This is an optimization exercise on Yosys and OpenROAD, whose aim is small area, a short achievable clock period and few clock cycles, not a production implementation. Where RTL was checked, it was by simulation tests only, not by an equivalence proof against the original. For runs 1 and 6, only the layout was checked, not whether the RTL still works. Power and IR drop assume default switching activity.

**flow/flow/run.sh**
```bash
#!/bin/bash
# Standard layout, with plain buffers on the ports instead of delay buffers, a clock tree of
# smaller buffers without dummy loads, and timing repair that aims well below the clock period.
set -euo pipefail
export BUFFER_PORTS_ARGS="-buffer_cell sky130_fd_sc_hd__buf_1"
export CTS_ARGS="-sink_clustering_enable -repair_clock_nets -dont_use_dummy_load -buf_list {sky130_fd_sc_hd__clkbuf_4 sky130_fd_sc_hd__clkbuf_8}"
export SETUP_SLACK_MARGIN=14.5
bash standard.sh > standard.log 2>&1
```
**flow/standard.sh**
```bash
#!/bin/bash
# synth_recipe.tcl (not shown) runs the flow's synth.tcl, then flattens the netlist and writes it again
# the make line also repeats each setting of config.mk as NAME=value (left out here)
make -C /OpenROAD-flow-scripts/flow DESIGN_CONFIG=/design/flow/config.mk WORK_HOME=/design/flow/orfs CLKGATE_MAP_FILE= SYNTH_SCRIPT=/design/flow/synth_recipe.tcl "${@:-finish}"
```
**flow/config.mk**
```make
export PLATFORM = sky130hd
export DESIGN_NAME = happy_face
export DESIGN_NICKNAME = happy_face
export VERILOG_FILES = /design/flow/design.v
export SDC_FILE = /design/flow/constraint.sdc
export NUM_CORES = 4
export LEC_CHECK = 0
export ABC_AREA = 1
export CAP_MARGIN = 20
export CORE_MARGIN = 2
export CORE_UTILIZATION = 40
export SLEW_MARGIN = 20
```
**flow/constraint.sdc**
```tcl
create_clock -name core_clock -period 20.0 [get_ports {__clock}]
set_input_delay 4.0000 -clock core_clock [delete_from_list [all_inputs] [get_ports {__clock}]]
set_output_delay 4.0000 -clock core_clock [all_outputs]
set_load 0.01 [all_outputs]
```
**flow/design.v**
```verilog
module happy_face (
    input wire signed [31:0] s_x,
    input wire signed [31:0] s_y,
    input wire signed [31:0] height,
    input wire __clock,
    input wire __reset,
    input wire __start,
    input wire __ready,
    output reg __valid,
    output reg __done,
    output reg signed [31:0] __output_0,
    output reg signed [31:0] __output_1
);
    localparam [2:0] IDLE = 3'd0, INIT = 3'd1, CIRC = 3'd2, EPRE = 3'd3,
                     EYE = 3'd4, ESW = 3'd5, DONE = 3'd6, NEGM = 3'd7;
    reg [2:0] ph;
    reg [7:0] k;       
    reg eye;           
    reg neg;           
    reg decr;          
    reg contf;         
    reg lastcolf;      
    reg [9:0] x;       
    reg [10:0] y;      
    reg [11:0] s;      
    reg [11:0] g;      
    reg [9:0] q;       
    reg [1:0] r3;      
    reg lastrowf;      
    reg bnegf;         
    reg qzf;           
    wire adv = __ready | ~__valid;
    wire go = ~__start & ~__reset & adv;
    wire iINIT = (ph == INIT);
    wire iCIRC = (ph == CIRC);
    wire iEPRE = (ph == EPRE);
    wire iEYE = (ph == EYE);
    wire iESW = (ph == ESW);
    wire iDONE = (ph == DONE);
    wire iNEGM = (ph == NEGM);
    wire k0 = k[0], k1 = k[1], k2 = k[2], k3 = k[3];
    wire k4 = k[4], k5 = k[5], k6 = k[6], k7 = k[7];
    reg [9:0] xinc;
    reg [10:0] ydec;
    reg [11:0] sinc;
    reg [11:0] sd;
    reg [12:0] sz;     
    integer i;
    always @* begin
        for (i = 0; i < 10; i = i + 1) xinc[i] = x[i] ^ (&(x | ~((10'd1 << i) - 10'd1)));
        for (i = 0; i < 11; i = i + 1) ydec[i] = y[i] ^ (~|(y & ((11'd1 << i) - 11'd1)));
        for (i = 0; i < 12; i = i + 1) sinc[i] = s[i] ^ (&(s | ~((12'd1 << i) - 12'd1)));
        for (i = 0; i < 13; i = i + 1) sz[i] = ~|(s & ((13'd1 << i) - 13'd1));
        for (i = 0; i < 12; i = i + 1) sd[i] = s[i] ^ (decr & sz[i]);
    end
    wire bneg = bnegf;
    wire dec_now = ~g[11] & (|g[10:0]);         
    wire [11:0] ycmp = {y[10], y} - {2'b00, x};
    wire cont_now = ~ycmp[11];                   
    wire qz = qzf;
    wire [3:0] dv = {r3, q[9:8]};
    reg [1:0] qd, rn;
    always @* begin
        case (dv)
            4'd0: begin qd = 2'd0; rn = 2'd0; end
            4'd1: begin qd = 2'd0; rn = 2'd1; end
            4'd2: begin qd = 2'd0; rn = 2'd2; end
            4'd3: begin qd = 2'd1; rn = 2'd0; end
            4'd4: begin qd = 2'd1; rn = 2'd1; end
            4'd5: begin qd = 2'd1; rn = 2'd2; end
            4'd6: begin qd = 2'd2; rn = 2'd0; end
            4'd7: begin qd = 2'd2; rn = 2'd1; end
            4'd8: begin qd = 2'd2; rn = 2'd2; end
            4'd9: begin qd = 2'd3; rn = 2'd0; end
            4'd10: begin qd = 2'd3; rn = 2'd1; end
            default: begin qd = 2'd3; rn = 2'd2; end
        endcase
    end
    wire divstep = iCIRC & (x == 10'd0) & (k0 | k1 | k2 | k3 | k4);
    wire [11:0] gop = k1 ? {~ydec, 1'b1} : {1'b0, xinc, 1'b1};
    wire [11:0] gsum;
    hf_add12 u_gadd (.a(g), .b(gop), .ci(k1), .s(gsum));
    wire [11:0] x2 = {1'b0, x, 1'b0};
    wire [11:0] y2 = y[10] ? 12'd2 : {y, 1'b0};    
    wire ysg = y[10];
    wire lastrow = lastrowf;
    wire s0_x2 = iCIRC & k1;
    wire s0_s = (iCIRC & (k3 | (k7 & contf))) | iNEGM;
    wire s0_y2 = iCIRC & k5;
    wire s0_y = iCIRC & k7 & ~contf;
    wire s0_sd = iEYE & lastrow & lastcolf;
    wire [11:0] p0 = ({12{s0_x2}} & x2) | ({12{s0_s}} & s) | ({12{s0_y2}} & y2) |
                     ({12{s0_y}} & {1'b0, y}) | ({12{s0_sd}} & sd) |
                     (iEPRE ? 12'd10 : 12'd0) | (iESW ? 12'd20 : 12'd0);
    wire s1_y2 = iCIRC & (k0 | k1 | k2);
    wire s1_s = (iCIRC & k3) | iINIT | iNEGM;
    wire s1_x2 = iCIRC & (k4 | k5 | k6);
    wire s1_sd = (iCIRC & k7 & contf & ~bneg) | (iEYE & lastrow);
    wire s1_x = iCIRC & k7 & ~contf;
    wire [11:0] p1 = ({12{s1_y2}} & y2) | ({12{s1_s}} & s) | ({12{s1_x2}} & x2) |
                     ({12{s1_sd}} & sd) | ({12{s1_x}} & {2'b00, x}) |
                     (iEPRE ? 12'd5 : 12'd0);
    reg inv0, inv1, c0, c1, en0, en1;
    always @* begin
        inv0 = 1'b0; inv1 = 1'b0; c0 = 1'b0; c1 = 1'b0; en0 = 1'b0; en1 = 1'b0;
        case (ph)
            INIT: en1 = 1'b1;
            CIRC: begin
                if (k0) begin en1 = 1'b1; inv1 = ~ysg; c1 = ~ysg; end
                if (k1) begin en0 = 1'b1; inv0 = 1'b1; c0 = 1'b1;
                              en1 = 1'b1; inv1 = ysg; c1 = ysg; end
                if (k2) begin en1 = 1'b1; inv1 = ~ysg; c1 = ~ysg; end
                if (k3) begin en0 = 1'b1; en1 = 1'b1; end
                if (k4) begin en1 = 1'b1; inv1 = 1'b1; c1 = 1'b1; end
                if (k5) begin en0 = 1'b1; inv0 = ~ysg; c0 = ~ysg; en1 = 1'b1; end
                if (k6) begin en1 = 1'b1; inv1 = 1'b1; c1 = 1'b1; end
                if (k7) begin
                    if (contf) begin
                        en0 = 1'b1; c0 = 1'b1; en1 = 1'b1; inv1 = bneg;
                    end else begin
                        en0 = ~qz; en1 = ~qz;
                    end
                end
            end
            EPRE: begin en0 = 1'b1; en1 = 1'b1; end
            EYE: begin
                if (!lastrow) begin
                    en1 = 1'b1; c1 = 1'b1;
                end else if (!lastcolf) begin
                    en0 = 1'b1; c0 = 1'b1; en1 = 1'b1; inv1 = 1'b1; c1 = 1'b1;
                end else if (!eye) begin
                    en0 = 1'b1; inv0 = 1'b1; c0 = 1'b1; en1 = 1'b1; inv1 = 1'b1; c1 = 1'b1;
                end
            end
            ESW: begin en0 = 1'b1; inv0 = 1'b1; c0 = 1'b1; end
            NEGM: begin
                if (~eye & (k0 | k1 | k4 | k5)) begin en1 = 1'b1; inv1 = 1'b1; c1 = 1'b1; end
                if (~eye & (k2 | k3)) en1 = 1'b1;
                if (~eye & k6) begin en0 = 1'b1; en1 = 1'b1; end
                if (eye & (k0 | k1)) begin en0 = 1'b1; inv0 = 1'b1; c0 = 1'b1; end
            end
            default: ;
        endcase
    end
    wire [19:0] hh = {q, x} & {20{neg & (iINIT | iNEGM)}};
    wire [31:0] d0 = {hh, p0} ^ {32{inv0}};
    wire [31:0] d1 = {hh, p1} ^ {32{inv1}};
    wire [31:0] sum0, sum1;
    hf_add32 u_add0 (.a(__output_0), .b(d0), .ci(c0), .s(sum0));
    hf_add32 u_add1 (.a(__output_1), .b(d1), .ci(c1), .s(sum1));
    always @(posedge __clock) begin
        if (__start) begin
            __output_0 <= s_x;
            __output_1 <= s_y;
        end else if (go) begin
            if (en0) __output_0 <= sum0;
            if (en1) __output_1 <= sum1;
        end
    end
    wire exit_eye = iCIRC & k7 & ~contf & ~qz;
    wire col_next = iEYE & lastrow & ~lastcolf;
    wire eye_switch = iEYE & lastrow & lastcolf & ~eye;
    wire x_inc = (iCIRC & k7 & contf) | col_next;
    wire x_clr = exit_eye | eye_switch;
    wire [9:0] x_next = x_inc ? xinc : (x_clr ? 10'd0 : x);
    wire y_dn = (iCIRC & k7 & contf & decr) | (iEYE & ~lastrow);
    wire y_ld = iINIT | iEPRE | col_next | eye_switch;
    wire [10:0] y_next = y_ld ? sd[10:0] : (y_dn ? ydec : y);
    always @(posedge __clock) begin
        if (__start) begin
            x <= height[21:12];
            s <= height[11:0];
            g <= ~height[11:0];
            q <= height[31:22];
            neg <= height[31];
        end else if (go) begin
            if (x_inc | x_clr) x <= x_next;
            if (y_dn | y_ld) y <= y_next;
            if (iCIRC & k7 & contf & ~decr) s <= sinc;
            if (exit_eye) s <= {2'b00, q};
            if ((iCIRC & k0) | (iCIRC & k1 & decr)) g <= gsum;
            if (iINIT & ~neg) begin
                q <= s[9:0];
                r3 <= 2'd0;
            end
            if (divstep) begin
                q <= {q[7:0], qd};
                r3 <= rn;
            end
            if (iCIRC & k5) qzf <= (q == 10'd0);
            if (iCIRC & k2) bnegf <= dec_now & sz[12];
            if (iEPRE | iEYE) lastrowf <= (y_next == 11'd0);
            if (iEPRE | iEYE) lastcolf <= (x_next == sd[9:0]);
        end
    end
    always @(posedge __clock) begin
        if (__start) begin
            ph <= INIT;
            __valid <= 1'b0;
            __done <= 1'b0;
            decr <= 1'b0;
        end else if (__reset) begin
            ph <= IDLE;
            __valid <= 1'b0;
            __done <= 1'b0;
        end else if (adv) begin
            case (ph)
                INIT: begin
                    __valid <= 1'b1;
                    k <= 8'd1;
                    eye <= 1'b0;
                    decr <= 1'b0;
                    ph <= neg ? NEGM : CIRC;
                end
                CIRC: begin
                    k <= {k[6:0], k[7]};
                    if (k2) begin
                        decr <= dec_now;
                        contf <= cont_now;
                    end
                    if (k7 & ~contf) begin
                        if (qz) begin
                            ph <= DONE;
                            __done <= 1'b1;
                        end else begin
                            ph <= EPRE;
                            __valid <= 1'b0;
                            decr <= 1'b1;
                        end
                    end
                end
                EPRE: begin
                    ph <= EYE;
                    __valid <= 1'b1;
                end
                EYE: begin
                    if (lastrow & lastcolf) begin
                        if (!eye) begin
                            ph <= ESW;
                            __valid <= 1'b0;
                            eye <= 1'b1;
                        end else begin
                            ph <= DONE;
                            __done <= 1'b1;
                        end
                    end
                end
                ESW: begin
                    ph <= EYE;
                    __valid <= 1'b1;
                end
                NEGM: begin
                    k <= {k[6:0], k[7]};
                    if (k7) eye <= 1'b1;
                    if (eye & k3) begin
                        __done <= 1'b1;
                        ph <= DONE;
                    end else begin
                        __valid <= ~((~eye & (k0 | k2 | k4)) | (eye & k0));
                    end
                end
                DONE: begin
                    ph <= IDLE;
                    __valid <= 1'b0;
                    __done <= 1'b0;
                end
                default: __valid <= 1'b0;
            endcase
        end
    end
endmodule
module hf_add32 (
    input wire [31:0] a,
    input wire [31:0] b,
    input wire ci,
    output wire [31:0] s
);
    wire [31:0] p = a ^ b;
    wire [31:0] g = a & b;
    wire c1 = g[0] | (p[0] & ci);
    wire g10 = g[1] | (p[1] & g[0]) | (p[1] & p[0] & ci);
    wire G1 = g[2] | (p[2] & g10);
    wire G2 = g[4] | (p[4] & g[3]);
    wire P2 = p[4] & p[3];
    wire G3 = g[6] | (p[6] & g[5]);
    wire P3 = p[6] & p[5];
    wire G4 = g[8] | (p[8] & g[7]);
    wire P4 = p[8] & p[7];
    wire G5 = g[10] | (p[10] & g[9]);
    wire P5 = p[10] & p[9];
    wire G6 = g[12] | (p[12] & g[11]);
    wire P6 = p[12] & p[11];
    wire G7 = g[14] | (p[14] & g[13]);
    wire P7 = p[14] & p[13];
    wire G8 = g[16] | (p[16] & g[15]);
    wire P8 = p[16] & p[15];
    wire G9 = g[18] | (p[18] & g[17]);
    wire P9 = p[18] & p[17];
    wire G10 = g[20] | (p[20] & g[19]);
    wire P10 = p[20] & p[19];
    wire G11 = g[22] | (p[22] & g[21]);
    wire P11 = p[22] & p[21];
    wire G12 = g[24] | (p[24] & g[23]);
    wire P12 = p[24] & p[23];
    wire G13 = g[26] | (p[26] & g[25]);
    wire P13 = p[26] & p[25];
    wire G14 = g[28] | (p[28] & g[27]);
    wire P14 = p[28] & p[27];
    wire G15 = g[30] | (p[30] & g[29]);
    wire P15 = p[30] & p[29];
    wire G16 = G2 | (P2 & G1);
    wire G17 = G4 | (P4 & G3);
    wire P17 = P4 & P3;
    wire G18 = G6 | (P6 & G5);
    wire P18 = P6 & P5;
    wire G19 = G8 | (P8 & G7);
    wire P19 = P8 & P7;
    wire G20 = G10 | (P10 & G9);
    wire P20 = P10 & P9;
    wire G21 = G12 | (P12 & G11);
    wire P21 = P12 & P11;
    wire G22 = G14 | (P14 & G13);
    wire P22 = P14 & P13;
    wire G23 = G17 | (P17 & G16);
    wire G24 = G19 | (P19 & G18);
    wire P24 = P19 & P18;
    wire G25 = G21 | (P21 & G20);
    wire P25 = P21 & P20;
    wire G26 = G24 | (P24 & G23);
    wire G27 = G25 | (P25 & G26);
    wire G28 = G18 | (P18 & G23);
    wire G29 = G20 | (P20 & G26);
    wire G30 = G22 | (P22 & G27);
    wire G31 = G3 | (P3 & G16);
    wire G32 = G5 | (P5 & G23);
    wire G33 = G7 | (P7 & G28);
    wire G34 = G9 | (P9 & G26);
    wire G35 = G11 | (P11 & G29);
    wire G36 = G13 | (P13 & G27);
    wire G37 = G15 | (P15 & G30);
    wire G38 = g[3] | (p[3] & G1);
    wire G39 = g[5] | (p[5] & G16);
    wire G40 = g[7] | (p[7] & G31);
    wire G41 = g[9] | (p[9] & G23);
    wire G42 = g[11] | (p[11] & G32);
    wire G43 = g[13] | (p[13] & G28);
    wire G44 = g[15] | (p[15] & G33);
    wire G45 = g[17] | (p[17] & G26);
    wire G46 = g[19] | (p[19] & G34);
    wire G47 = g[21] | (p[21] & G29);
    wire G48 = g[23] | (p[23] & G35);
    wire G49 = g[25] | (p[25] & G27);
    wire G50 = g[27] | (p[27] & G36);
    wire G51 = g[29] | (p[29] & G30);
    wire G52 = g[31] | (p[31] & G37);
    assign s[0] = p[0] ^ ci;
    assign s[1] = p[1] ^ c1;
    assign s[2] = p[2] ^ g10;
    assign s[3] = p[3] ^ G1;
    assign s[4] = p[4] ^ G38;
    assign s[5] = p[5] ^ G16;
    assign s[6] = p[6] ^ G39;
    assign s[7] = p[7] ^ G31;
    assign s[8] = p[8] ^ G40;
    assign s[9] = p[9] ^ G23;
    assign s[10] = p[10] ^ G41;
    assign s[11] = p[11] ^ G32;
    assign s[12] = p[12] ^ G42;
    assign s[13] = p[13] ^ G28;
    assign s[14] = p[14] ^ G43;
    assign s[15] = p[15] ^ G33;
    assign s[16] = p[16] ^ G44;
    assign s[17] = p[17] ^ G26;
    assign s[18] = p[18] ^ G45;
    assign s[19] = p[19] ^ G34;
    assign s[20] = p[20] ^ G46;
    assign s[21] = p[21] ^ G29;
    assign s[22] = p[22] ^ G47;
    assign s[23] = p[23] ^ G35;
    assign s[24] = p[24] ^ G48;
    assign s[25] = p[25] ^ G27;
    assign s[26] = p[26] ^ G49;
    assign s[27] = p[27] ^ G36;
    assign s[28] = p[28] ^ G50;
    assign s[29] = p[29] ^ G30;
    assign s[30] = p[30] ^ G51;
    assign s[31] = p[31] ^ G37;
endmodule
module hf_add12 (
    input wire [11:0] a,
    input wire [11:0] b,
    input wire ci,
    output wire [11:0] s
);
    wire [11:0] p = a ^ b;
    wire [11:0] g = a & b;
    wire c1 = g[0] | (p[0] & ci);
    wire g10 = g[1] | (p[1] & g[0]) | (p[1] & p[0] & ci);
    wire G1 = g[2] | (p[2] & g10);
    wire G2 = g[4] | (p[4] & g[3]);
    wire P2 = p[4] & p[3];
    wire G3 = g[6] | (p[6] & g[5]);
    wire P3 = p[6] & p[5];
    wire G4 = g[8] | (p[8] & g[7]);
    wire P4 = p[8] & p[7];
    wire G5 = g[10] | (p[10] & g[9]);
    wire P5 = p[10] & p[9];
    wire G6 = G2 | (P2 & G1);
    wire G7 = G4 | (P4 & G3);
    wire P7 = P4 & P3;
    wire G8 = G7 | (P7 & G6);
    wire G9 = G3 | (P3 & G6);
    wire G10 = G5 | (P5 & G8);
    wire G11 = g[3] | (p[3] & G1);
    wire G12 = g[5] | (p[5] & G6);
    wire G13 = g[7] | (p[7] & G9);
    wire G14 = g[9] | (p[9] & G8);
    wire G15 = g[11] | (p[11] & G10);
    assign s[0] = p[0] ^ ci;
    assign s[1] = p[1] ^ c1;
    assign s[2] = p[2] ^ g10;
    assign s[3] = p[3] ^ G1;
    assign s[4] = p[4] ^ G11;
    assign s[5] = p[5] ^ G6;
    assign s[6] = p[6] ^ G12;
    assign s[7] = p[7] ^ G9;
    assign s[8] = p[8] ^ G13;
    assign s[9] = p[9] ^ G8;
    assign s[10] = p[10] ^ G14;
    assign s[11] = p[11] ^ G10;
endmodule
```
==> summary.txt, run 1 <==
Die
  • Core footprint: approximately 32000 um^2
  • Die width: 184 um
  • Rows: 65
  • Die height: 184 um
  • Ports: about 170
  • Die area: around 34000 um^2
  • Initial core utilization: 0.408

Yosys
  • Fraction of registers with async set or reset after synthesis: 0
  • Main synth FF type: edfxtp_1
  • Post-synth top area cell: edfxtp_1
  • Post-synthesis net count: 1837
  • Ys Warns: 1
  • Synth top area cells: edfxtp_1, nand2_1, ha_1, xor2_1, fa_1
  • Distinct cells, synth: 58
  • Synthesis-stage register bit count: 142
  • Cells after Synth: 1601
  • Post-synth top area share: 0.316
  • Post-synthesis sequential area ratio: 0.326
  • Syn_area_per_cell: about 8.1 um^2
  • EDFF count, synth: approximately 140
  • Syn Std Cell Area: roughly 13000 um^2

Layout
  • Post-layout util: 0.454
  • Most frequent cells in the layout: nand2_1, inv_1, buf_1
  • P&R area growth vs syn: 11.4%
  • Post-Layout Cell Count: 2152
  • Share of layout cells above drive strength 1: 0.0738
  • Fillers: 3187
  • Commonest non-fill, non-tap cell in the layout: nand2_1
  • Final nets: 1987
  • Reg area: 4210 um^2
  • Footprint of the multi-input gates: ~7800 um^2
  • Final Instance Area: 14400 um^2

Clock network
  • Skew-Pair Late Insertion Delay: around 0.49 ns
  • H-tree levels: 4
  • CTS tree: built
  • Clk buf depth: 2
  • Hold_buf cts: 0
  • CTS buffer count: 17
  • Clock-pin slew on the worst setup and hold paths: about 0.10 ns
  • Root Buffer: clkbuf_8
  • CTS Sinks: between 100 and 150

Critical path
  • WP data required: 20.13 ns
  • CP Max Fanout: approximately 80
  • Kind of start point of the critical path: input pin
  • Crit path kind: in -> reg
  • Setup crit end kind: register
  • Worst EP arrival: about 5.6 ns

Placement
  • GPL Wtd Cong: a little under 1
  • Placed Cells: about 2.1k
  • Post-DP HPWL: around 34000 um
  • DP Area: 13900 um^2
  • Number of port buffers: 165
  • Dpl ws: 13.25 ns

Drt
  • First DRT Iteration DRCs: around 1.1k
  • DRC errors left: 0
  • Routed WL: roughly 43000 um
  • Drt first pass iters: 5
  • DR vias/cell: 5.47
  • Post-route ant nets: 0
  • DR vias: 11.8k
  • Routed wire per std cell: 20.0 um

Status
  • Status: no timing/DRC/antenna violations

Timing
  • Worst-Margin Slew: 0.916 ns
  • Max-slew headroom: 0.385
  • Worst Clk Skew: 0.0354 ns
  • Setup WS post-layout: 14.56 ns
  • Final TNS setup: 0 ns
  • Setup violators final: 0
  • Final worst path period need: 5.44 ns
  • Final period utilization: 0.272
  • Fin. Hold Viols: 0
  • RSZ-0062 raised after global routing: yes
  • Pins Over Slew Limit: 0
  • F_max: 0.184 GHz

Job
  • Maxcap violations: 0

Global route
  • Total GRT Usage: 0.257
  • Gr ovfl total: 0
  • Global-route wire length before repair: around 65000 um
  • Number of global-route vias before repair: 11.3k
  • Initial antenna violation count: 1
  • Largest net degree at the start of global routing: roughly 110

Hold path
  • HP Class: reg -> reg

Power
  • Worst VDD drop: 0.0000489 V
  • PwrDens: about 75 nW/um^2
  • Pleak: 6.38 nW
==> worst paths after layout <==
kind                            startpoint        endpoint  slack [ns]  cells after the start
worst min-delay path                 ph[0]         __valid        0.52                      2
worst max-delay path               __start  __output_0[17]       14.56                      7
worst max register to register        s[0]  __output_0[28]       14.78                     24
worst min register to register       ph[0]         __valid        0.52                      2
==> power breakdown <==
group	switching (mW)	leakage, nW	total (mW)	internal (mW)
sequential	0.0424	1.37	0.428	0.386
clock	0.107	0.122	0.182	0.0749
combinational	0.293	4.89	0.466	0.173
total	0.443	6.38	1.08	0.633
==> stage by stage <==
stage | total power, mW | hold slack [ns]
final | 1.08 | 0.520
after global routing | 1.16 | 0.548
after global placement | 0.879 | 0.513
after floorplan | 0.753 | 0.520
after CTS | 1.08 | 0.521
after detailed placement | 0.891 | 0.508
==> cell families after synthesis <==
logic type | after synthesis | synth area share
buf+inv | 272 | 0.0841
simple gates | 615 | 0.204
flops | 142 | 0.326
mux | 2 | 0.00155
fa+ha+maj | 136 | 0.153
compound gates | 313 | 0.141
xor+xnor | 121 | 0.0896
==> metal layers <==
| layer | share of wire | wire (um) | vias up | global-route usage |
|---|---|---|---|---|
| met5 | 0 | 0 | - | 0 |
| met4 | 0.033 | 1440 | 0 | 0.0909 |
| met3 | 0.082 | 3550 | 83 | 0.0571 |
| met2 | 0.44 | 19100 | 502 | 0.401 |
| met1 | 0.44 | 18900 | 5535 | 0.352 |
| li1 | - | - | 5643 | - |
==> synthesized netlist by cell type, types with 9 or more instances <==
cell type / n
o21bai_1: 9
o22ai_1: 20
a31oi_1: 16
xnor2_1: 14
o21ai_0: 124
inv_2: 27
ha_1: 99
fa_1: 37
xor2_1: 94
o21ai_1: 14
nand4_1: 17
a21oi_1: 71
o221ai_1: 10
a211oi_1: 11
nor3_1: 29
inv_1: 189
nand2_1: 357
nand3_1: 46
xor2_2: 13
clkbuf_1: 35
nor2_1: 126
edfxtp_1: 136
==> layout make-up <==
type / count / area share
clock buffer: 17 / 0.0163
inverter: 223 / 0.0592
multi-input combinational: 1188 / 0.542
antenna: 1 / 0.000174
tap: 402 / 0.0350
timing repair buffer: 179 / 0.0551
sequential: 142 / 0.293
==> flip-flops by register name (all words and copies together), names as in the netlist, 2 cells and up <==
name / count
g: 12
x: 10
k: 8
r3: 2
__output_0: 32
q: 10
ph: 3
y: 11
s: 12
__output_1: 32
==> worst max-delay path, stage by stage <==
cell and delay, ns:
clkbuf_8 0.29, nor2_1 0.17, inv_1 0.13, nor2_4 0.21
nor2_1 0.17, a41oi_4 0.22, buf_6 0.33
==> what timing repair did <==
item                                    in CTS  in global routing
cloned                                       1                  0
gates resized for setup                     17                 14
endpoints found under the setup margin     174                104
setup buffers                                5                  5
pin swaps                                    2                  1
==> inputs of run 2 (changes only) <==
--- a/flow/design.v
+++ b/flow/design.v
@@ -28,7 +28,6 @@
     reg [1:0] r3;      
     reg lastrowf;      
     reg bnegf;         
-    reg qzf;           
     wire adv = __ready | ~__valid;
     wire go = ~__start & ~__reset & adv;
     wire iINIT = (ph == INIT);
@@ -57,7 +56,7 @@
     wire dec_now = ~g[11] & (|g[10:0]);         
     wire [11:0] ycmp = {y[10], y} - {2'b00, x};
     wire cont_now = ~ycmp[11];                   
-    wire qz = qzf;
+    wire qz = (q == 10'd0);
     wire [3:0] dv = {r3, q[9:8]};
     reg [1:0] qd, rn;
     always @* begin
@@ -118,7 +117,7 @@
                     if (contf) begin
                         en0 = 1'b1; c0 = 1'b1; en1 = 1'b1; inv1 = bneg;
                     end else begin
-                        en0 = ~qz; en1 = ~qz;
+                        en0 = 1'b1; en1 = 1'b1;
                     end
                 end
             end
@@ -187,7 +186,6 @@
                 q <= {q[7:0], qd};
                 r3 <= rn;
             end
-            if (iCIRC & k5) qzf <= (q == 10'd0);
             if (iCIRC & k2) bnegf <= dec_now & sz[12];
             if (iEPRE | iEYE) lastrowf <= (y_next == 11'd0);
             if (iEPRE | iEYE) lastcolf <= (x_next == sd[9:0]);
--- a/flow/flow/run.sh
+++ b/flow/flow/run.sh
@@ -4,5 +4,5 @@
 set -euo pipefail
 export BUFFER_PORTS_ARGS="-buffer_cell sky130_fd_sc_hd__buf_1"
 export CTS_ARGS="-sink_clustering_enable -repair_clock_nets -dont_use_dummy_load -buf_list {sky130_fd_sc_hd__clkbuf_4 sky130_fd_sc_hd__clkbuf_8}"
-export SETUP_SLACK_MARGIN=14.5
+export SETUP_SLACK_MARGIN=15
 bash standard.sh > standard.log 2>&1
==> run 2 against run 1 <==
Effect of this change:
- sequential cell count fell by 1
- total power is 7.5% higher
- critical path depth increased by 4
- count of clock-buffer cells in the layout is the same
- fmax up 6.7%
- clock power about the same
- worst hold slack worse by 0.024 ns
- highest routed layer unchanged
==> summary.txt, run 2 <==
Critical path
  • R2R cell count: 25
  • CP Max Fanout: 8
  • WP data required: between 20 and 25 ns
  • Critical Path Source: __start
  • Worst EP arrival: 5.29 ns
  • Kind of start point of the critical path: input pin
  • Setup crit end kind: register
  • Crit path kind: in -> reg
  • Critical R2R Launch: s[0]

Yosys
  • Synthesis-stage register bit count: approximately 140
  • Fraction of registers with async set or reset after synthesis: 0
  • Syn Std Cell Area: ~13000 um^2
  • Post-synthesis sequential area ratio: 0.328
  • Synth top area cells: edfxtp_1, nand2_1, ha_1, inv_1, fa_1
  • Post-synth top area share: 0.318
  • Top-count cell post-synth: nand2_1
  • Ys Warns: 1
  • Cells after Synth: roughly 1.6k
  • Post-synth top area cell: edfxtp_1
  • Top cells by count, synth: nand2_1, inv_1, edfxtp_1
  • Syn_area_per_cell: 7.90 um^2
  • Post-synthesis net count: ~1.8k
  • Main synth FF type: edfxtp_1
  • Distinct cells, synth: 55
  • EDFF count, synth: 135

Power
  • Pleak: 7.33 nW
  • Worst VDD drop: 0.0000351 V
  • PwrDens: 73.3 nW/um^2

Die
  • Die area: 33300 um^2
  • Die width: 182 um
  • Core footprint: 31500 um^2
  • Die height: 182 um
  • Rows: 65
  • Ports: 166
  • Initial core utilization: 0.405

Clock network
  • CTS tree: built
  • Hold_buf cts: 0
  • CTS buffer count: 17
  • Skew-Pair Late Insertion Delay: 0.50 ns
  • CTS Sinks: between 100 and 150
  • Clock-pin slew on the worst setup and hold paths: 0.08 ns
  • Clk buf depth: 2
  • H-tree levels: 4
  • Root Buffer: clkbuf_8

Hold path
  • HP Class: reg -> reg
  • Hold Path Depth: 2
  • Worst hold path startpoint: __done

Placement
  • GPL Wtd Cong: 1.03
  • Number of port buffers: 165
  • DP Area: between 10000 and 15000 um^2
  • Post-DP HPWL: 33400 um

Drt
  • First DRT Iteration DRCs: 1141
  • Routed wire per std cell: 19.9 um
  • Drt first pass iters: 6
  • Post-route ant nets: 0
  • DRC errors left: 0
  • Routed WL: between 40000 and 50000 um
  • DR vias/cell: around 5.4
  • DR vias: 12.5k

Layout
  • Most frequent cells in the layout: nand2_1, inv_1, edfxtp_1
  • Final nets: roughly 2.1k
  • Commonest non-fill, non-tap cell in the layout: nand2_1
  • Reg area: roughly 4200 um^2
  • Final Instance Area: 15800 um^2
  • Fillers: 3010
  • Share of layout cells above drive strength 1: 0.161
  • Top flop regs: __output_0: 32 flops, __output_1: 32 flops
  • Footprint of the multi-input gates: ~7800 um^2
  • P&R area growth vs syn: 24.0%

Timing
  • Pins Over Slew Limit: 0
  • Final worst path period need: a little over 5 ns
  • Final TNS setup: 0 ns
  • RSZ-0062 raised after global routing: yes
  • Fin. Hold Viols: 0
  • Setup violators final: 0
  • Max-slew headroom: 0.375
  • Worst Clk Skew: about 0.043 ns
  • F_max: a little under 0.2 GHz
  • Worst-Margin Slew: ~0.93 ns
  • Final period utilization: 0.255

Global route
  • Number of global-route vias before repair: approximately 12k
  • Gr ovfl total: 0
  • Initial antenna violation count: 0
  • Global-route wire length before repair: between 60000 and 70000 um
  • Total GRT Usage: 0.269
  • Largest net degree at the start of global routing: roughly 100

Job
  • Maxcap violations: 0

Status
  • Status: no timing/DRC/antenna violations
## run 2: cell count changes in the layout (fill, tap and decap cells not counted), sizes merged, moves of 11 or more
cell and change:
inv +15, xnor2 +18, xor2 -24, nor3 -11
nand3 +15, clkbuf +55, buf +75
## run 2: final timing paths
| path | slack, ns | to |
|---|---|---|
| worst min register to register | 0.50 | __done |
| worst max-delay path | 14.90 | __output_0[3] |
| worst min-delay path | 0.50 | __done |
| worst max register to register | 15.28 | __output_0[28] |
## run 2: kinds of logic (layout without fill, tap and decap cells)
group,Yosys count,in the layout,share of synthesized area
compound gates,321,321,0.146
xor+xnor,115,115,0.0791
fa+ha+maj,136,136,0.155
buf+inv,281,565,0.0860
flops,141,141,0.328
other cells,0,1,0
simple gates,618,619,0.206
## run 2: report_power, final
| part | total [mW] | switching [mW] | leakage [nW] | internal [mW] |
|---|---|---|---|---|
| Combinational | 0.560 | 0.321 | 5.86 | 0.239 |
| Sequential | 0.418 | 0.0345 | 1.35 | 0.383 |
| Clock | 0.180 | 0.105 | 0.122 | 0.0747 |
## run 2: repair_timing
action / 4_1_cts / 5_1_grt
gates resized for setup: 44 / 99
setup buffers: 83 / 48
cloned: 9 / 3
setup endpoints to repair: 279 / 200
pin swaps: 7 / 9
## run 2: through the flow
| stage | hold WS (ns) | power [mW] | worst slack, ns | cells | util |
|---|---|---|---|---|---|
| global route | 0.534 | 1.24 | 14.88 | 2299 | 0.502 |
| floorplan | 0.525 | 0.748 | 14.46 | 1612 | - |
| detailed placement | 0.483 | 0.886 | 13.72 | 2139 | 0.438 |
| global placement | 0.504 | 0.874 | 13.79 | 2139 | 0.438 |
| CTS | 0.501 | 1.12 | 14.88 | 2248 | 0.479 |
| finish | 0.497 | 1.16 | 14.90 | 2300 | 0.502 |
## run 2: final cells by class
type / instances / share of cell area
timing repair buffer: 311 / 0.139
multi-input combinational: 1191 / 0.491
inverter: 235 / 0.0572
timing repair inverter: 2 / 0.000951
tap: 402 / 0.0319
antenna: 1 / 0.000158
sequential: 141 / 0.265
clock buffer: 17 / 0.0148
## run 2: routing by layer
metal	GRT usage	share of wire
met5	0	0
met4	0.113	0.041
met3	0.0451	0.075
met2	0.441	0.46
met1	0.352	0.42
## run 2: critical path, stage by stage
cell and delay, ns:
clkbuf_16 0.14, buf_16 0.13, nor2_4 0.09, inv_2 0.05
nor2_4 0.09, buf_6 0.12, nor2_4 0.04, a41oi_4 0.19
buf_12 0.18, buf_12 0.11, buf_16 0.13
Testbench counts of run 2, summed over its fixed seeds: cycles 31,968.
==> inputs of run 3 (changes only) <==
--- a/flow/flow/run.sh
+++ b/flow/flow/run.sh
@@ -4,5 +4,5 @@
 set -euo pipefail
 export BUFFER_PORTS_ARGS="-buffer_cell sky130_fd_sc_hd__buf_1"
 export CTS_ARGS="-sink_clustering_enable -repair_clock_nets -dont_use_dummy_load -buf_list {sky130_fd_sc_hd__clkbuf_4 sky130_fd_sc_hd__clkbuf_8}"
-export SETUP_SLACK_MARGIN=15
+export SETUP_SLACK_MARGIN=14.5
 bash standard.sh > standard.log 2>&1
==> run 3 against run 2 <==
Effect of this change:
- synthesized area did not move
- die area unchanged
- final area decreased by 11%
- routed wire length is 7.5% lower
- sequential share of layout area increased by 3.1 points
- synthesized cell count is the same
- non-clock buffer count is 132 lower
- sequential cell count stayed put
- worst setup slack worse by 0.36 ns
- still clean
- core utilization shrank 5.4 points
==> summary.txt, run 3 <==
Clock network
  • Clk buf depth: 2
  • CTS buffer count: 17
  • CTS Sinks: 141
  • H-tree levels: 4
  • CTS tree: built
  • Root Buffer: clkbuf_8
  • Clock-pin slew on the worst setup and hold paths: 0.08 ns
  • Skew-Pair Late Insertion Delay: 0.50 ns

Job
  • Maxcap violations: 0

Global route
  • Initial antenna violation count: 0
  • Gr ovfl total: 0
  • Total GRT Usage: 0.255
  • Number of global-route vias before repair: about 11k
  • Largest net degree at the start of global routing: 101
  • Global-route wire length before repair: 64400 um

Timing
  • Final worst path period need: 5.46 ns
  • Final period utilization: 0.273
  • Fin. Hold Viols: 0
  • Max-slew headroom: 0.334
  • RSZ-0062 raised after global routing: yes
  • Setup WS post-layout: between 10 and 15 ns
  • Worst hold slack: 0.494 ns
  • Worst Clk Skew: between 0.03 and 0.04 ns
  • F_max: 0.183 GHz
  • Setup violators final: 0
  • Worst-Margin Slew: 0.989 ns
  • Pins Over Slew Limit: 0
  • Final TNS setup: 0 ns

Yosys
  • Distinct cells, synth: 55
  • Post-synthesis sequential area ratio: 0.328
  • Fraction of registers with async set or reset after synthesis: 0
  • Ys Warns: 1
  • Cells after Synth: ~1.6k
  • Syn Std Cell Area: roughly 13000 um^2
  • Post-synthesis net count: 1848
  • Post-synth top area cell: edfxtp_1
  • Syn_area_per_cell: 7.90 um^2
  • Top-count cell post-synth: nand2_1
  • Top cells by count, synth: nand2_1, inv_1, edfxtp_1
  • Synth top area cells: edfxtp_1, nand2_1, ha_1, inv_1, fa_1
  • EDFF count, synth: ~140
  • Synthesis-stage register bit count: 141
  • Post-synth top area share: 0.318
  • Main synth FF type: edfxtp_1

Die
  • Die height: 182 um
  • Core footprint: 31500 um^2
  • Initial core utilization: 0.405
  • Ports: 166
  • Die area: 33300 um^2
  • Rows: 65
  • Die width: 182 um

Critical path
  • R2R setup slack: around 15 ns
  • Crit-path cells: clkbuf_4 > nor2_4 > inv_2 > nor2_4 > inv_1 > o21ai_2
  • Setup crit end kind: register
  • Worst EP arrival: 5.57 ns
  • Slowest cell on the critical path: o21ai_2
  • Most used cell, CP: nor2_4
  • Crit path max-delay family: buffers and inverters
  • WP data required: 20.11 ns
  • CP Max Fanout: 33
  • WP buf/inv: 3
  • Crit path kind: in -> reg
  • Kind of start point of the critical path: input pin
  • Largest stage delay, worst path: 0.56 ns

Power
  • Pleak: 6.31 nW
  • Sw frac: 0.409
  • Psw: 0.435 mW
  • PwrDens: 75.4 nW/um^2
  • Worst VDD drop: 0.0000354 V
  • Clk pwr share: 0.169
  • Pwr Total: about 1.1 mW
  • Pint: 0.629 mW
  • Combinational share of power: 0.428
  • Sequential power share: 0.403

Placement
  • Number of port buffers: 165
  • Post-DP HPWL: around 34000 um
  • Dpl ws: 13.55 ns
  • GPL Wtd Cong: 0.966

Layout
  • Top flop regs: __output_0: 32 flops, __output_1: 32 flops
  • P&R area growth vs syn: 10.7%
  • Final nets: 2001
  • Diodes inserted: 0
  • Commonest non-fill, non-tap cell in the layout: nand2_1
  • Most frequent cells in the layout: nand2_1, inv_1, buf_1
  • Post-layout util: 0.448
  • Share of layout cells above drive strength 1: 0.0505

Drt
  • First DRT Iteration DRCs: 989
  • DR vias: 11.8k
  • DR vias/cell: 5.47
  • Drt first pass iters: 5
  • Routed wire per std cell: around 20 um
  • DRC errors left: 0
  • Post-route ant nets: 0
  • Routed WL: 42400 um

Status
  • Status: no timing/DRC/antenna violations

Hold path
  • HP Class: reg -> reg
run 3: cell counts after synthesis:
Identical to the previous run, type by type.
run 3: worst min-delay path, stage by stage (launching register included):
cell and delay, ns:
dfxtp_1 0.33, a21oi_1 0.06, nor2_1 0.07
run 3: power by group through the flow:
stage          Sequential, mW  Clock, mW  Combinational (mW)
2_1_floorplan           0.429          0               0.317
3_3_place_gp            0.434          0               0.440
3_5_place_dp            0.434          0               0.453
4_1_cts                 0.428      0.184               0.456
5_1_grt                 0.433      0.194               0.524
6_report                0.428      0.180               0.456
run 3: final timing paths:
path / start / endpoint / cells past startpoint
worst min register to register: __done / __done / 2
worst min-delay path: __done / __done / 2
worst max-delay path: __start / x[9] / 6
worst max register to register: s[0] / __output_0[28] / 23
run 3: logic make-up (layout without fill, tap and decap cells):
logic type,count (synthesis),count (layout),share of synthesized area
DFF,141,141,0.328
xor gates and xnor gates,115,115,0.0791
AOI/OAI and AO/OA,321,321,0.146
and+or+nand+nor,618,619,0.206
adders and majority gates,136,136,0.155
buffers and inverters,281,431,0.0860
run 3: cell type report:
class / count / area [um^2]
Clock buffer: 17 / 234
Fill cell: 3244 / 17400
Sequential cell: 141 / 4180
Inverter: 235 / 895
Tap cell: 402 / 503
Timing Repair Buffer: 179 / 732
Multi-Input combinational cell: 1191 / 7560
run 3: per-stage QoR:
step                      cells  instance area, um^2
after global placement     2138                13700
final                      2165                14100
after CTS                  2155                14000
after floorplan            1612                12800
after global routing       2165                14100
after detailed placement   2138                13700
run 3: per-layer routing:
| layer | part of all wire | track usage | vias to the layer above | routed length (um) |
|---|---|---|---|---|
| li1 | - | - | 5695 | - |
| met1 | 0.43 | 0.336 | 5572 | 18100 |
| met2 | 0.46 | 0.414 | 496 | 19400 |
| met3 | 0.072 | 0.0423 | 85 | 3050 |
| met4 | 0.041 | 0.109 | 0 | 1730 |
| met5 | 0 | 0 | - | 0 |
run 3: timing repair:
item	4_1_cts	5_1_grt
gates cloned	0	1
pin swaps	0	2
setup buffers	0	9
gates resized for setup	6	10
hold buffers	0	0
endpoints found under the setup margin	104	64
==> inputs of run 4 (changes only) <==
--- a/flow/flow/run.sh
+++ b/flow/flow/run.sh
@@ -4,5 +4,5 @@
 set -euo pipefail
 export BUFFER_PORTS_ARGS="-buffer_cell sky130_fd_sc_hd__buf_1"
 export CTS_ARGS="-sink_clustering_enable -repair_clock_nets -dont_use_dummy_load -buf_list {sky130_fd_sc_hd__clkbuf_4 sky130_fd_sc_hd__clkbuf_8}"
-export SETUP_SLACK_MARGIN=14.5
+export SETUP_SLACK_MARGIN=14.75
 bash standard.sh > standard.log 2>&1
==> run 4 against run 3 <==
Effect of this change:
- still clean
- via count is 0.48% higher
- combinational power grew 3%
- fmax rose by 4.6%
- synthesized cell count unchanged
- die area unchanged
- critical path depth unchanged
- clock skew down 0.0042 ns
- sequential cell count did not move
- register-to-register slack better by 0.17 ns
- global-route usage up 0.90 points
- total power is 1.3% higher
- largest cell class unchanged
==> summary.txt, run 4 <==
Die
  • Rows: 65
  • Die area: 33300 um^2
  • Core footprint: 31500 um^2
  • Initial core utilization: 0.405
  • Die height: around 180 um
  • Ports: 166
  • Die width: 182 um

Timing
  • Final TNS setup: 0 ns
  • Fin. Hold Viols: 0
  • Setup violators final: 0
  • Worst-Margin Slew: between 0.9 and 1 ns
  • RSZ-0062 raised after global routing: yes
  • Worst Clk Skew: 0.0317 ns
  • F_max: 0.192 GHz
  • Worst hold slack: roughly 0.50 ns
  • Final period utilization: 0.261
  • Pins Over Slew Limit: 0
  • Max-slew headroom: 0.342
  • Final worst path period need: 5.22 ns

Yosys
  • Fraction of registers with async set or reset after synthesis: 0
  • Post-synthesis net count: 1848
  • Main synth FF type: edfxtp_1
  • Post-synthesis sequential area ratio: 0.328
  • Synth top area cells: edfxtp_1, nand2_1, ha_1, inv_1, fa_1
  • Post-synth top area share: 0.318
  • Syn Std Cell Area: ~13000 um^2
  • Top-count cell post-synth: nand2_1
  • Post-synth top area cell: edfxtp_1
  • EDFF count, synth: 135
  • Top cells by count, synth: nand2_1, inv_1, edfxtp_1
  • Synthesis-stage register bit count: roughly 140
  • Distinct cells, synth: 55
  • Syn_area_per_cell: a little under 8 um^2
  • Cells after Synth: 1612
  • Ys Warns: 1

Status
  • Status: no timing/DRC/antenna violations

Power
  • Pleak: 6.40 nW
  • Worst VDD drop: 0.0000343 V
  • Pwr Total: 1.08 mW
  • Clk pwr share: 0.167
  • Pint: 0.636 mW
  • Sw frac: 0.410
  • Sequential power share: 0.397
  • Combinational share of power: 0.436
  • Psw: roughly 0.44 mW
  • PwrDens: 75.0 nW/um^2

Critical path
  • Crit-path cells: clkbuf_8 > buf_16 > nor2_2 > inv_1 > o41ai_1 > bufinv_8
  • WP data required: 20.15 ns
  • WP buf/inv: 4
  • Slowest cell on the critical path: bufinv_8
  • Crit path max-delay family: buffers and inverters
  • Crit path kind: in -> reg
  • CP Max Fanout: 70
  • Setup crit end kind: register
  • Largest stage delay, worst path: between 0.3 and 0.4 ns
  • Worst EP arrival: 5.37 ns
  • Kind of start point of the critical path: input pin

Clock network
  • Skew-Pair Late Insertion Delay: around 0.50 ns
  • CTS tree: built
  • Hold_buf cts: 0
  • CTS buffer count: 17
  • Root Buffer: clkbuf_8
  • H-tree levels: 4
  • Clk buf depth: 2
  • Clock-pin slew on the worst setup and hold paths: 0.08 ns
  • CTS Sinks: between 100 and 150

Global route
  • Met1 usage: 0.355
  • GRT met3 Usage: 0.0499
  • Total GRT Usage: 0.263
  • Gr ovfl total: 0
  • Largest net degree at the start of global routing: 71
  • Number of global-route vias before repair: 11.4k
  • Grt peak-use layer: met2
  • Global-route wire length before repair: about 66000 um
  • Initial antenna violation count: 2
  • Met2 Use GR: 0.409

Placement
  • Post-DP HPWL: 34000 um
  • Number of port buffers: 165
  • GPL Wtd Cong: 0.979

Drt
  • DR vias/cell: roughly 5.5
  • DR vias: about 12k
  • Post-route ant nets: 0
  • DRC errors left: 0
  • Routed wire per std cell: about 20 um
  • Routed WL: between 40000 and 50000 um
  • First DRT Iteration DRCs: 1106
  • Drt first pass iters: 6

Layout
  • Commonest non-fill, non-tap cell in the layout: nand2_1
  • Share of layout cells above drive strength 1: 0.0615
  • Most frequent cells in the layout: nand2_1, inv_1, buf_1
  • Diodes inserted: 0
  • Final nets: 2009
  • Top flop regs: __output_0: 32 flops, __output_1: 32 flops
  • P&R area growth vs syn: 12.8%

Job
  • Maxcap violations: 0

Hold path
  • HP Class: reg -> reg
[run 4: changes by cell type in the layout (fill, tap and decap cells not counted), sizes merged]
cell and delta:
bufinv +1, clkinvlp +2, inv -4, bufbuf +1, buf +7, clkinv +1
[run 4: power by group through the flow]
stage	Clock, mW	Sequential (mW)	Combinational, mW
finish	0.180	0.428	0.470
CTS	0.185	0.427	0.461
global placement	0	0.433	0.443
detailed placement	0	0.433	0.455
global route	0.193	0.432	0.537
floorplan	0	0.429	0.318
[run 4: tightest hold or removal path: cells and delay by family, from the launching register on]
family	cells	cell delay, ns
AOI/OAI and AO/OA	1	0.07
DFF	1	0.33
and+or+nand+nor	1	0.07
[run 4: logic make-up after synthesis]
group           Yosys count  share of synthesized area
compound gates          321                      0.146
xor+xnor                115                     0.0791
fa+ha+maj               136                      0.155
buf+inv                 281                     0.0860
flops                   141                      0.328
simple gates            618                      0.206
[run 4: stage by stage]
stage	instances	util	setup WS [ns]	instance area, um^2
6_report	2173	0.457	14.78	14400
3_5_place_dp	2139	0.437	13.67	13800
2_1_floorplan	1612	-	14.46	12800
3_3_place_gp	2139	0.437	13.72	13800
4_1_cts	2158	0.447	14.73	14100
5_1_grt	2173	0.457	14.71	14400
[run 4: timing repair]
item | in CTS | in global routing
cloned | 1 | 1
resized for setup | 8 | 36
pin swaps | 1 | 4
endpoints found under the setup margin | 119 | 120
buffers inserted | 1 | 14
[run 4: metal layers]
metal  vias up  wire, um  part of all wire
met5         -        32           0.00074
met4         4      2020             0.046
met3        91      3270             0.075
met2       486     19300              0.44
met1      5609     18900              0.43
li1       5715         -                 -
[run 4: worst paths after layout]
path              startpoint        endpoint  slack [ns]  cells after the start
setup / recovery     __start  __output_1[12]       14.78                      6
hold / removal        __done          __done        0.50                      2
setup reg to reg       ph[0]  __output_0[30]       15.05                     25
hold reg to reg       __done          __done        0.50                      2
[run 4: layout make-up]
class / count / area, um^2
clock buffer: 17 / 234
sequential: 141 / 4180
timing repair buffer: 187 / 893
multi-input combinational: 1191 / 7650
fill: 3208 / 17100
inverter: 235 / 911
tap: 402 / 503
==> inputs of run 5 (changes only) <==
--- a/flow/config.mk
+++ b/flow/config.mk
@@ -8,5 +8,5 @@
 export ABC_AREA = 1
 export CAP_MARGIN = 20
 export CORE_MARGIN = 2
-export CORE_UTILIZATION = 40
+export CORE_UTILIZATION = 55
 export SLEW_MARGIN = 20
==> run 5 against run 4 <==
Effect of this change:
- synthesized area did not move
- worst setup slack worse by 0.012 ns
- worst hold slack gained 0.017 ns
- clock skew increased by 0.0011 ns
- core utilization rose by 17 points
- total power shrank 1.0%
- sequential share of layout area is 0.45 points higher
- fmax fell by 0.23%
- sequential power hardly changed
- cell count shrank 5.7%
- highest routed layer is now met4
- non-clock buffer count down 6
- global-route usage is 6.5 points higher
==> summary.txt, run 5 <==
Timing
  • Setup violators final: 0
  • Max-slew headroom: 0.385
  • Final period utilization: 0.262
  • Final TNS setup: 0 ns
  • Worst-Margin Slew: 0.913 ns
  • Fin. Hold Viols: 0
  • Pins Over Slew Limit: 0
  • RSZ-0062 raised after global routing: yes
  • Worst Clk Skew: 0.0327 ns
  • Final worst path period need: 5.23 ns
  • F_max: around 0.19 GHz

Power
  • Combinational share of power: 0.433
  • Pint: roughly 0.63 mW
  • Sequential power share: 0.399
  • Pwr Total: 1.07 mW
  • Clk pwr share: 0.168
  • Sw frac: 0.407
  • PwrDens: 75.3 nW/um^2
  • Pleak: 6.38 nW
  • Worst VDD drop: around 0.000038 V
  • Psw: approximately 0.43 mW

Yosys
  • EDFF count, synth: 135
  • Distinct cells, synth: 55
  • Fraction of registers with async set or reset after synthesis: 0
  • Main synth FF type: edfxtp_1
  • Post-synth top area share: 0.318
  • Post-synthesis net count: around 1.8k
  • Post-synthesis sequential area ratio: 0.328
  • Synthesis-stage register bit count: 141
  • Cells after Synth: about 1.6k
  • Synth top area cells: edfxtp_1, nand2_1, ha_1, inv_1, fa_1
  • Ys Warns: 1
  • Top cells by count, synth: nand2_1, inv_1, edfxtp_1
  • Syn_area_per_cell: 7.90 um^2
  • Syn Std Cell Area: between 10000 and 15000 um^2
  • Top-count cell post-synth: nand2_1
  • Post-synth top area cell: edfxtp_1

Die
  • Core footprint: 22700 um^2
  • Ports: 166
  • Rows: 55
  • Initial core utilization: 0.561
  • Die area: about 24000 um^2
  • Die width: between 150 and 200 um
  • Die height: 156 um

Global route
  • Total GRT Usage: 0.328
  • Global-route wire length before repair: 60700 um
  • Gr ovfl total: 0
  • Initial antenna violation count: 0
  • Largest net degree at the start of global routing: 108
  • Number of global-route vias before repair: around 11k

Clock network
  • Clk buf depth: 2
  • Root Buffer: clkbuf_8
  • Clock-pin slew on the worst setup and hold paths: about 0.08 ns
  • H-tree levels: 4
  • Hold_buf cts: 0
  • CTS buffer count: 17
  • CTS tree: built
  • CTS Sinks: 141
  • Skew-Pair Late Insertion Delay: ~0.46 ns

Critical path
  • CP Max Fanout: 67
  • Slowest cell on the critical path: o22ai_4
  • Largest stage delay, worst path: 0.40 ns
  • Crit-path cells: clkbuf_16 > nor2_4 > inv_2 > nor2_4 > inv_1 > o22ai_4
  • Setup crit end kind: register
  • Crit path kind: in -> reg
  • Worst EP arrival: about 5.4 ns
  • Most used cell, CP: nor2_4
  • WP data required: 20.12 ns
  • Kind of start point of the critical path: input pin

Drt
  • Routed wire per std cell: ~20 um
  • DR vias: 11.9k
  • DRC errors left: 0
  • Post-route ant nets: 0
  • First DRT Iteration DRCs: 1192
  • Drt first pass iters: 11
  • Routed WL: 40300 um
  • DR vias/cell: 5.79

Layout
  • Commonest non-fill, non-tap cell in the layout: nand2_1
  • Final nets: 2003
  • P&R area growth vs syn: 11.2%
  • Most frequent cells in the layout: nand2_1, inv_1, buf_1
  • Fillers: 2130
  • Post-layout util: 0.623
  • Share of layout cells above drive strength 1: 0.0567
  • Top flop regs: __output_0: 32 flops, __output_1: 32 flops
  • Diodes inserted: 0

Placement
  • Number of port buffers: 165
  • GPL Wtd Cong: a little over 1
  • Post-DP HPWL: 31200 um

Hold path
  • HP Class: reg -> reg

Job
  • Maxcap violations: 0

Status
  • Status: no timing/DRC/antenna violations
[run 5: cell type report]
class                   count  area, um^2  area share
well taps                 285         357      0.0252
clock buffers              17         234      0.0165
inverters                 235         911      0.0643
repair buffers            181         822      0.0581
flip-flops and latches    141        4180       0.295
multi-input cells        1191        7660       0.541
[run 5: cells by family after synthesis]
kind of cell | after synthesis | synth area share
AOI/OAI and AO/OA | 321 | 0.146
DFF | 141 | 0.328
buffers and inverters | 281 | 0.0860
xor gates and xnor gates | 115 | 0.0791
and+or+nand+nor | 618 | 0.206
adders and majority gates | 136 | 0.155
[run 5: final timing paths]
check                              from        endpoint  slack, ns  cells past startpoint
worst max register to register     s[0]  __output_0[28]      15.07                     25
worst min-delay path             __done          __done       0.51                      2
worst max-delay path            __start            k[1]      14.77                      6
worst min register to register   __done          __done       0.51                      2
[run 5: metal layers]
metal	share of wire	global-route usage	vias to the layer above
li1	-	-	5701
met3	0.083	0.0550	108
met2	0.46	0.535	561
met1	0.42	0.440	5497
met5	0	0	-
met4	0.040	0.125	0
[run 5: power groups by stage]
stage	Clock (mW)	Sequential (mW)	Combinational, mW
after floorplan	0	0.429	0.318
after CTS	0.181	0.426	0.454
after global placement	0	0.432	0.435
after detailed placement	0	0.432	0.449
after global routing	0.190	0.430	0.527
final	0.179	0.426	0.461
[run 5: per-stage QoR]
step	area [um^2]	worst slack, ns	cells	hold WS, ns
after global placement	13600	13.38	2021	0.481
after floorplan	12800	14.46	1612	0.525
after detailed placement	13600	13.30	2021	0.488
final	14200	14.77	2050	0.514
after CTS	13900	14.75	2040	0.509
after global routing	14200	14.72	2050	0.558
[run 5: worst max-delay path, delay by kind of cell]
kind | cells | cell delay (ns)
AO/OA/AOI/OAI | 1 | 0.40
AND/OR/NAND/NOR | 2 | 0.31
buffers and inverters | 3 | 0.62
[run 5: what timing repair did]
| item | CTS | global route |
|---|---|---|
| endpoints found under the setup margin | 207 | 108 |
| pin swaps | 1 | 4 |
| setup buffers | 2 | 9 |
| resized for setup | 12 | 25 |
| gates cloned | 0 | 1 |
==> inputs of run 6 (changes only) <==
--- a/flow/design.v
+++ b/flow/design.v
@@ -19,14 +19,12 @@
     reg neg;           
     reg decr;          
     reg contf;         
-    reg lastcolf;      
     reg [9:0] x;       
     reg [10:0] y;      
     reg [11:0] s;      
     reg [11:0] g;      
     reg [9:0] q;       
     reg [1:0] r3;      
-    reg lastrowf;      
     reg bnegf;         
     wire adv = __ready | ~__valid;
     wire go = ~__start & ~__reset & adv;
@@ -82,7 +80,8 @@
     wire [11:0] x2 = {1'b0, x, 1'b0};
     wire [11:0] y2 = y[10] ? 12'd2 : {y, 1'b0};    
     wire ysg = y[10];
-    wire lastrow = lastrowf;
+    wire lastrow = (y == 11'd0);
+    wire lastcolf = (x == sd[9:0]);
     wire s0_x2 = iCIRC & k1;
     wire s0_s = (iCIRC & (k3 | (k7 & contf))) | iNEGM;
     wire s0_y2 = iCIRC & k5;
@@ -187,8 +186,6 @@
                 r3 <= rn;
             end
             if (iCIRC & k2) bnegf <= dec_now & sz[12];
-            if (iEPRE | iEYE) lastrowf <= (y_next == 11'd0);
-            if (iEPRE | iEYE) lastcolf <= (x_next == sd[9:0]);
         end
     end
     always @(posedge __clock) begin
==> run 6 against run 5 <==
Effect of this change:
- non-clock buffer count increased by 34
- sequential share of layout area is 1.0 points lower
- sequential power increased by 9.2%
- synthesized area shrank 1.3%
- synthesized cell count decreased by 6.8%
- register-to-register slack worse by 0.12 ns
- combinational power rose by 43%
- total power grew 22%
- final area up 2.0%
- routed wire length hardly changed
- clock skew decreased by 0.0018 ns
- critical endpoint is now __output_1[10]
- largest power group unchanged
==> summary.txt, run 6 <==
Critical path
  • WP buf/inv: 5
  • CP Max Fanout: 71
  • Worst EP arrival: 5.35 ns
  • Setup crit end kind: register
  • Most used cell, CP: buf_12
  • Kind of start point of the critical path: input pin
  • Crit path max-delay family: buffers and inverters
  • WP data required: 20.16 ns
  • Crit path kind: in -> reg
  • Largest stage delay, worst path: around 0.32 ns
  • Crit-path cells: clkbuf_8 > buf_12 > nor2_2 > inv_2 > nand2_2 > clkinvlp_4 > buf_12
  • Slowest cell on the critical path: clkbuf_8

Global route
  • Total GRT Usage: 0.333
  • Gr ovfl total: 0
  • Number of global-route vias before repair: between 10k and 15k
  • Initial antenna violation count: 0
  • Largest net degree at the start of global routing: a little over 70
  • Global-route wire length before repair: 61200 um

Timing
  • Final TNS setup: 0 ns
  • Worst-Margin Slew: 0.880 ns
  • Final worst path period need: 5.18 ns
  • F_max: around 0.19 GHz
  • Setup WS post-layout: 14.82 ns
  • Setup violators final: 0
  • Max-slew headroom: 0.412
  • Final period utilization: 0.259
  • Pins Over Slew Limit: 0
  • RSZ-0062 raised after global routing: yes
  • Worst Clk Skew: 0.0310 ns
  • Fin. Hold Viols: 0

Die
  • Rows: 55
  • Ports: 166
  • Initial core utilization: 0.557
  • Die width: 155 um
  • Die area: 24100 um^2
  • Core footprint: around 23000 um^2
  • Die height: 155 um

Placement
  • GPL Wtd Cong: ~1.0
  • Post-DP HPWL: 30600 um
  • Number of port buffers: 165
  • Dpl ws: about 13 ns
  • DP Area: 13400 um^2

Yosys
  • Mux share of post-synthesis cell area: 0.00159
  • Simple-Gate Fraction of Synth Area: 0.192
  • Post-synth top area share: 0.318
  • Cells after Synth: around 1.5k
  • Post-synthesis sequential area ratio: 0.327
  • Syn Std Cell Area: 12600 um^2
  • EDFF count, synth: approximately 130
  • Post-synthesis net count: roughly 1.7k
  • Post-Synth XOR/XNOR Area: 0.0914
  • Main combinational cell family by area after synthesis: simple AND/OR/NAND/NOR gates
  • Top-count cell post-synth: nand2_1
  • Ys Warns: 1
  • Post-synth top area cell: edfxtp_1
  • Synthesis-stage register bit count: 139
  • Synth top area cells: edfxtp_1, ha_1, nand2_1, fa_1, xor2_1
  • Compound-Gate Fraction of Synth Area: 0.151
  • Post-synthesis adder-cell area fraction: 0.156
  • Main synth FF type: edfxtp_1
  • Top cells by count, synth: nand2_1, inv_1, edfxtp_1
  • Syn_area_per_cell: 8.37 um^2
  • Distinct cells, synth: 62
  • Fraction of registers with async set or reset after synthesis: 0

Layout
  • Final Instance Area: 14400 um^2
  • Most frequent cells in the layout: nand2_1, buf_1, inv_1
  • Post-layout util: 0.640
  • Final nets: approximately 1.9k
  • Top flop regs: __output_0: 32 flops, __output_1: 32 flops
  • Share of layout cells above drive strength 1: 0.142
  • Commonest non-fill, non-tap cell in the layout: nand2_1
  • Diodes inserted: 0
  • P&R area growth vs syn: 14.9%

Power
  • Clk pwr share: 0.139
  • Pint: 0.741 mW
  • Worst VDD drop: 0.0000397 V
  • Pleak: ~6.4 nW
  • Sw frac: 0.433
  • Sequential power share: 0.356
  • Combinational share of power: 0.505
  • Psw: 0.565 mW
  • PwrDens: roughly 90 nW/um^2

Clock network
  • CTS Sinks: 139
  • CTS buffer count: 17
  • H-tree levels: 4
  • Hold_buf cts: 0
  • Skew-Pair Late Insertion Delay: 0.48 ns
  • Clock-pin slew on the worst setup and hold paths: roughly 0.09 ns
  • Clk buf depth: 2
  • Root Buffer: clkbuf_8
  • CTS tree: built

Drt
  • Routed wire per std cell: 20.4 um
  • DR vias: 11.7k
  • Routed WL: 40300 um
  • Drt first pass iters: 7
  • First DRT Iteration DRCs: between 1k and 1.5k
  • DRC errors left: 0
  • DR vias/cell: between 5 and 6
  • Post-route ant nets: 0

Hold path
  • HP Class: reg -> reg

Status
  • Status: no timing/DRC/antenna violations

Job
  • Maxcap violations: 0
-- run 6: routing by layer --
layer  vias up  wire, um  GRT usage
met2       600     18900      0.557
li1       5457         -          -
met4         0      1860      0.132
met3       142      3250     0.0565
met5         -         0          0
met1      5480     16200      0.431
-- run 6: final cells by class --
cell class,instances,area (um^2)
fillers,2120,8120
flip-flops and latches,139,4120
clock buffers,17,234
inverters,208,795
repair inverters,3,22.5
well taps,285,357
multi-input cells,1112,7790
repair buffers,215,1130
-- run 6: worst reg2reg max path: cells and delay by family, from the launching register on --
kind / cells / cell delay, ns
AND/OR/NAND/NOR: 22 / 2.14
buffers and inverters: 3 / 0.26
XOR/XNOR: 1 / 0.09
adder cells (fa/ha/maj): 4 / 1.47
flip-flops: 1 / 0.40
AO/OA/AOI/OAI: 4 / 0.41
-- run 6: power by group through the flow --
stage / clock (mW) / combinational [mW] / sequential [mW]
finish: 0.181 / 0.659 / 0.465
global route: 0.191 / 0.745 / 0.471
CTS: 0.181 / 0.631 / 0.464
detailed placement: 0 / 0.606 / 0.471
global placement: 0 / 0.596 / 0.470
floorplan: 0 / 0.430 / 0.469
-- run 6: stage by stage --
stage                     hold WS [ns]  instances  power, mW
after floorplan                  0.480       1503      0.899
after global placement           0.451       1916       1.07
after detailed placement         0.452       1916       1.08
after CTS                        0.468       1954       1.28
after global routing             0.497       1979       1.41
final                            0.465       1979       1.31
-- run 6: cell families after synthesis --
family                   Yosys count
AO/OA/AOI/OAI                    315
XOR/XNOR                         115
adder cells (fa/ha/maj)          135
buffers and inverters            253
flip-flops                       139
multiplexers                       2
AND/OR/NAND/NOR                  544
-- run 6: worst paths after layout --
check        slack (ns)  depth (start not counted)  startpoint        endpoint
max reg2reg       14.95                         34        s[0]  __output_0[29]
min                0.46                          2      __done          __done
max               14.82                          7     __start  __output_1[10]
min reg2reg        0.46                          2      __done          __done
-- run 6: repair_timing --
action / CTS / global route
endpoints found under the setup margin: 182 / 86
gates cloned: 4 / 1
pin swaps: 6 / 24
hold endpoints to repair: 0 / 0
resized for setup: 38 / 50
setup buffers: 17 / 24

## afterwards: timing with drivers on the ports
No port has a modelled driver above. Below, the same layouts with a new extraction and two added sets of constraints. Step 1 assumes that a clkbuf_16 drives the clock port and a buf_2 every other input. Step 2 moves the port delays by t, midway between the first and last clock arrival at a register: inputs arrive t later, outputs are due t later. That takes back most of the time a late clock gives input paths. Slacks: no drivers / after step 1 / after step 2; pairs: no drivers / after step 1.
| run | t (ns) | slack for setup (ns) | worst setup path after step 2 | latest minus earliest clock arrival (ns) |
|---|---|---|---|---|
| run 1 | 0.516 | 14.563 / 14.580 / 14.064 | input to register | 0.037 / 0.037 |
| run 2 | 0.524 | 14.904 / 14.863 / 14.340 | input to register | 0.043 / 0.043 |
| run 3 | 0.528 | 14.541 / 14.560 / 14.032 | input to register | 0.036 / 0.036 |
| run 4 | 0.534 | 14.782 / 14.795 / 14.260 | input to register | 0.036 / 0.037 |
| run 5 | 0.487 | 14.770 / 14.763 / 14.276 | input to register | 0.033 / 0.033 |
| run 6 | 0.508 | 14.817 / 14.830 / 14.323 | input to register | 0.031 / 0.031 |
After both steps setup and hold are still met in every run listed. For run 2, which loses most, drivers alone change the setup slack by -0.041 ns; drivers and shift together by -0.564 ns.
